This design comes from an exercise in tuning for small area on the open sky130 flow, not from production work.
RTL that was checked went through simulation tests only; none was proved equivalent to the original.
Power figures rest on the tool's default switching activity, not on a simulated workload.

== the baseline ==
// kl10_vma
module kl10_vma (
  input clk,
  input ad_13_h,
  input ad_14_h,
  input ad_15_h,
  input ad_16_a_h,
  input ad_17_a_h,
  input ad_18_a_h,
  input ad_19_h,
  input ad_20_h,
  input ad_21_h,
  input ad_22_a_h,
  input ad_23_a_h,
  input ad_24_a_h,
  input ad_25_h,
  input ad_26_h,
  input ad_27_h,
  input ad_28_a_h,
  input ad_29_a_h,
  input ad_30_a_h,
  input ad_31_h,
  input ad_32_h,
  input ad_33_h,
  input ad_34_a_h,
  input ad_35_a_h,
  input con_cond_sel_vma_h,
  input con_cond_vma_gets_num_h,
  input con_datao_apr_l,
  input con_load_prev_context_l,
  input cram_num_00_a_h,
  input cram_num_01_a_h,
  input cram_num_02_a_h,
  input cram_num_03_a_h,
  input cram_num_04_a_h,
  input csh3_gate_vma_27_33_h,
  input ctl1_load_pc_l,
  input diag_04_b_h,
  input diag_05_b_h,
  input diag_06_b_h,
  input diag_read_func_15x_l,
  input mcl1_load_vma_held_l,
  input mcl2_vma_read_or_write_l,
  input mcl4_vma_gets_ad_h,
  input mcl4_vma_inc_h,
  input mcl4_vmax_sel_1_h,
  input mcl4_vmax_sel_2_h,
  input mcl5_vmax_en_l,
  input mcl6_vma_fetch_h,
  input n_con_cond_vma_gets_num_l,
  input n_con_vma_sel_1_h,
  input n_con_vma_sel_2_h,
  input n_mcl2_vma_extended_h,
  input n_mcl5_adr_err_l,
  input n_mcl6_page_uebr_ref_a_l,
  input n_vma1_ac_ref_a_h,
  input n_vma1_local_ac_address_h,
  input n_vma1_misc_eq_0_h,
  input n_vma1_vma_section_0_1_l,
  input n_vma1_vma_section_0_h,
  input n_vma2_vma_12_l,
  input n_vma2_vma_13_l,
  input n_vma2_vma_14_l,
  input n_vma2_vma_15_l,
  input n_vma2_vma_16_l,
  ...
clock: 4.5 ns
lec_check: 0
cap_margin: 20
core_margin: 2
core_utilization: 60
slew_margin: 20
standard.sh (not shown) runs the stock make flow with config.mk's settings and CLKGATE_MAP_FILE= SYNTH_SCRIPT=/design/flow/synth_recipe.tcl, a recipe that flattens the netlist after the stock synthesis.
==> flow/flow/run.sh <==
#!/bin/bash
# The standard layout, with three changes:
#  - synthesis maps the logic with an area-oriented ABC script (flow/area.abc); the
#    registers, their names and cell types are those of the standard synthesis;
#  - the ports are buffered by the smallest buffer cell;
#  - clock tree synthesis inserts no dummy loads.
set -euo pipefail
HERE=$(pwd)
export MY_ABC_SCRIPT=$HERE/flow/area.abc
bash standard.sh SYNTH_SCRIPT=$HERE/flow/synth.tcl \
  'BUFFER_PORTS_ARGS=-buffer_cell sky130_fd_sc_hd__buf_1' \
  'CTS_ARGS=-sink_clustering_enable -repair_clock_nets -dont_use_dummy_load -buf_list sky130_fd_sc_hd__clkbuf_8' \
  finish > make_flow.log 2>&1
==> flow/flow/area.abc <==
&get -n
&st
&syn3
&dch -f
&nf -R 1000 -a
&put
topo
==> flow/flow/synth.tcl <==
# The standard flow's synthesis script, with ABC's mapping script replaced by the one named in MY_ABC_SCRIPT.
proc synth {args} {
  global abc_args
  if { [info exists abc_args] && [info exists ::env(MY_ABC_SCRIPT)] } {
    set i [lsearch -exact $abc_args -script]
    if { $i >= 0 } { lset abc_args [expr {$i + 1}] $::env(MY_ABC_SCRIPT) }
  }
  yosys synth -nofsm -noshare {*}$args
}
source $::env(SCRIPTS_DIR)/synth.tcl
# left out here: clear keep_hierarchy, flatten, clean up, hide names made inside functions, write 1_2_yosys.v
Setup changes, the baseline to the candidate
--- a/flow/design.v
+++ b/flow/design.v
@@ -224,20 +224,23 @@
       default: vin_x = {1'b0, ad[13:17]};
     endcase
   end
   wire [12:17] vin_hi = vin_x & {6{vmax_en}};
   wire [12:35] vin = {vin_hi, mcl4_vma_gets_ad_h ? ad[18:35] : vad};
   wire         vload = ~n_con_vma_sel_2_h & ~n_con_vma_sel_1_h;
-  wire         vdec  = ~n_con_vma_sel_2_h;
-  wire [12:35] vw = vma ^ {24{vdec}};
-  wire [12:35] vt;
-  assign vt[35] = n_con_vma_sel_2_h ^ n_con_vma_sel_1_h;
+  wire         vup   = n_con_vma_sel_2_h & ~n_con_vma_sel_1_h;
+  wire         vdn   = ~n_con_vma_sel_2_h & n_con_vma_sel_1_h;
+  wire [12:35] vones, vzeros;
+  assign vones[35] = 1'b1;
+  assign vzeros[35] = 1'b1;
   genvar gi;
   generate for (gi = 12; gi < 35; gi = gi + 1) begin : g_cnt
-    assign vt[gi] = vt[gi+1] & vw[gi+1];
+    assign vones[gi] = vones[gi+1] & vma[gi+1];
+    assign vzeros[gi] = vzeros[gi+1] & ~vma[gi+1];
   end endgenerate
+  wire [12:35] vt = (vones & {24{vup}}) | (vzeros & {24{vdn}});
   wire [12:35] vnext = vload ? vin : (vma ^ vt);
   always @(posedge clk) begin
     vma <= vnext;
     if (!con_datao_apr_l) brk <= ad;
     if (!ctl1_load_pc_l) begin
       pc <= vma[13:35];
Compared with the baseline, in the candidate sequential share of the synthesized area went down 0.40 points, sequential share of layout area went up 0.71 points, synthesized flop and latch total neither gained nor lost much, power decreased by 2.6% relative to the old numbers.
Delta (the candidate minus the baseline): average size of a mapped cell lost 0.14 um2, depth of the critical timing path with buffers and inverters included shows a reduction of 4, final cycle utilization of the critical path -5.0 points, non-clock inverter count in the final layout went up by 1.
The baseline reports its slowest stage cell on the critical path as or3_1 while the candidate reports ha_1.
met3 track demand over resource for the candidate is lower than for the baseline.
Relative to the baseline, final cell utilization of the core has decreased by 1.2 points in the candidate.
The candidate vs. the baseline: wire length went down by about 5%.
Per the comparison of the candidate with the baseline, number of signal-net buffers in the layout went down; die area rose by about 0.8%; non-clock buffer area fraction after layout decreased 2.1 points.
The RTL of the baseline was laid out without a check of its function.

## port drivers added, routing unchanged
No port has a modelled driver above. Below, the same layouts with a new extraction and two added sets of constraints.
Step 1, drivers: a clkbuf_16 drives clk and a buf_2 each remaining input, both assumed.
Step 2, shift: input delay + t, output delay - t, t = (earliest + latest rising clock arrival at the registers) / 2. This alone moves slack from input paths to output paths.
a / b / c = ideal / step 1 / step 2; a / b = the first two.
run	t, ns	setup slack, ns	hold WS [ns]
the baseline	0.388	0.474 / 0.413 / 0.025	0.560 / 0.560 / 0.560
the candidate	0.378	0.701 / 0.712 / 0.334	0.566 / 0.566 / 0.566
After both steps setup and hold are still met in every run listed. The setup slack of the baseline, which loses most, moves by -0.061 ns with the drivers and by -0.449 ns with both steps.
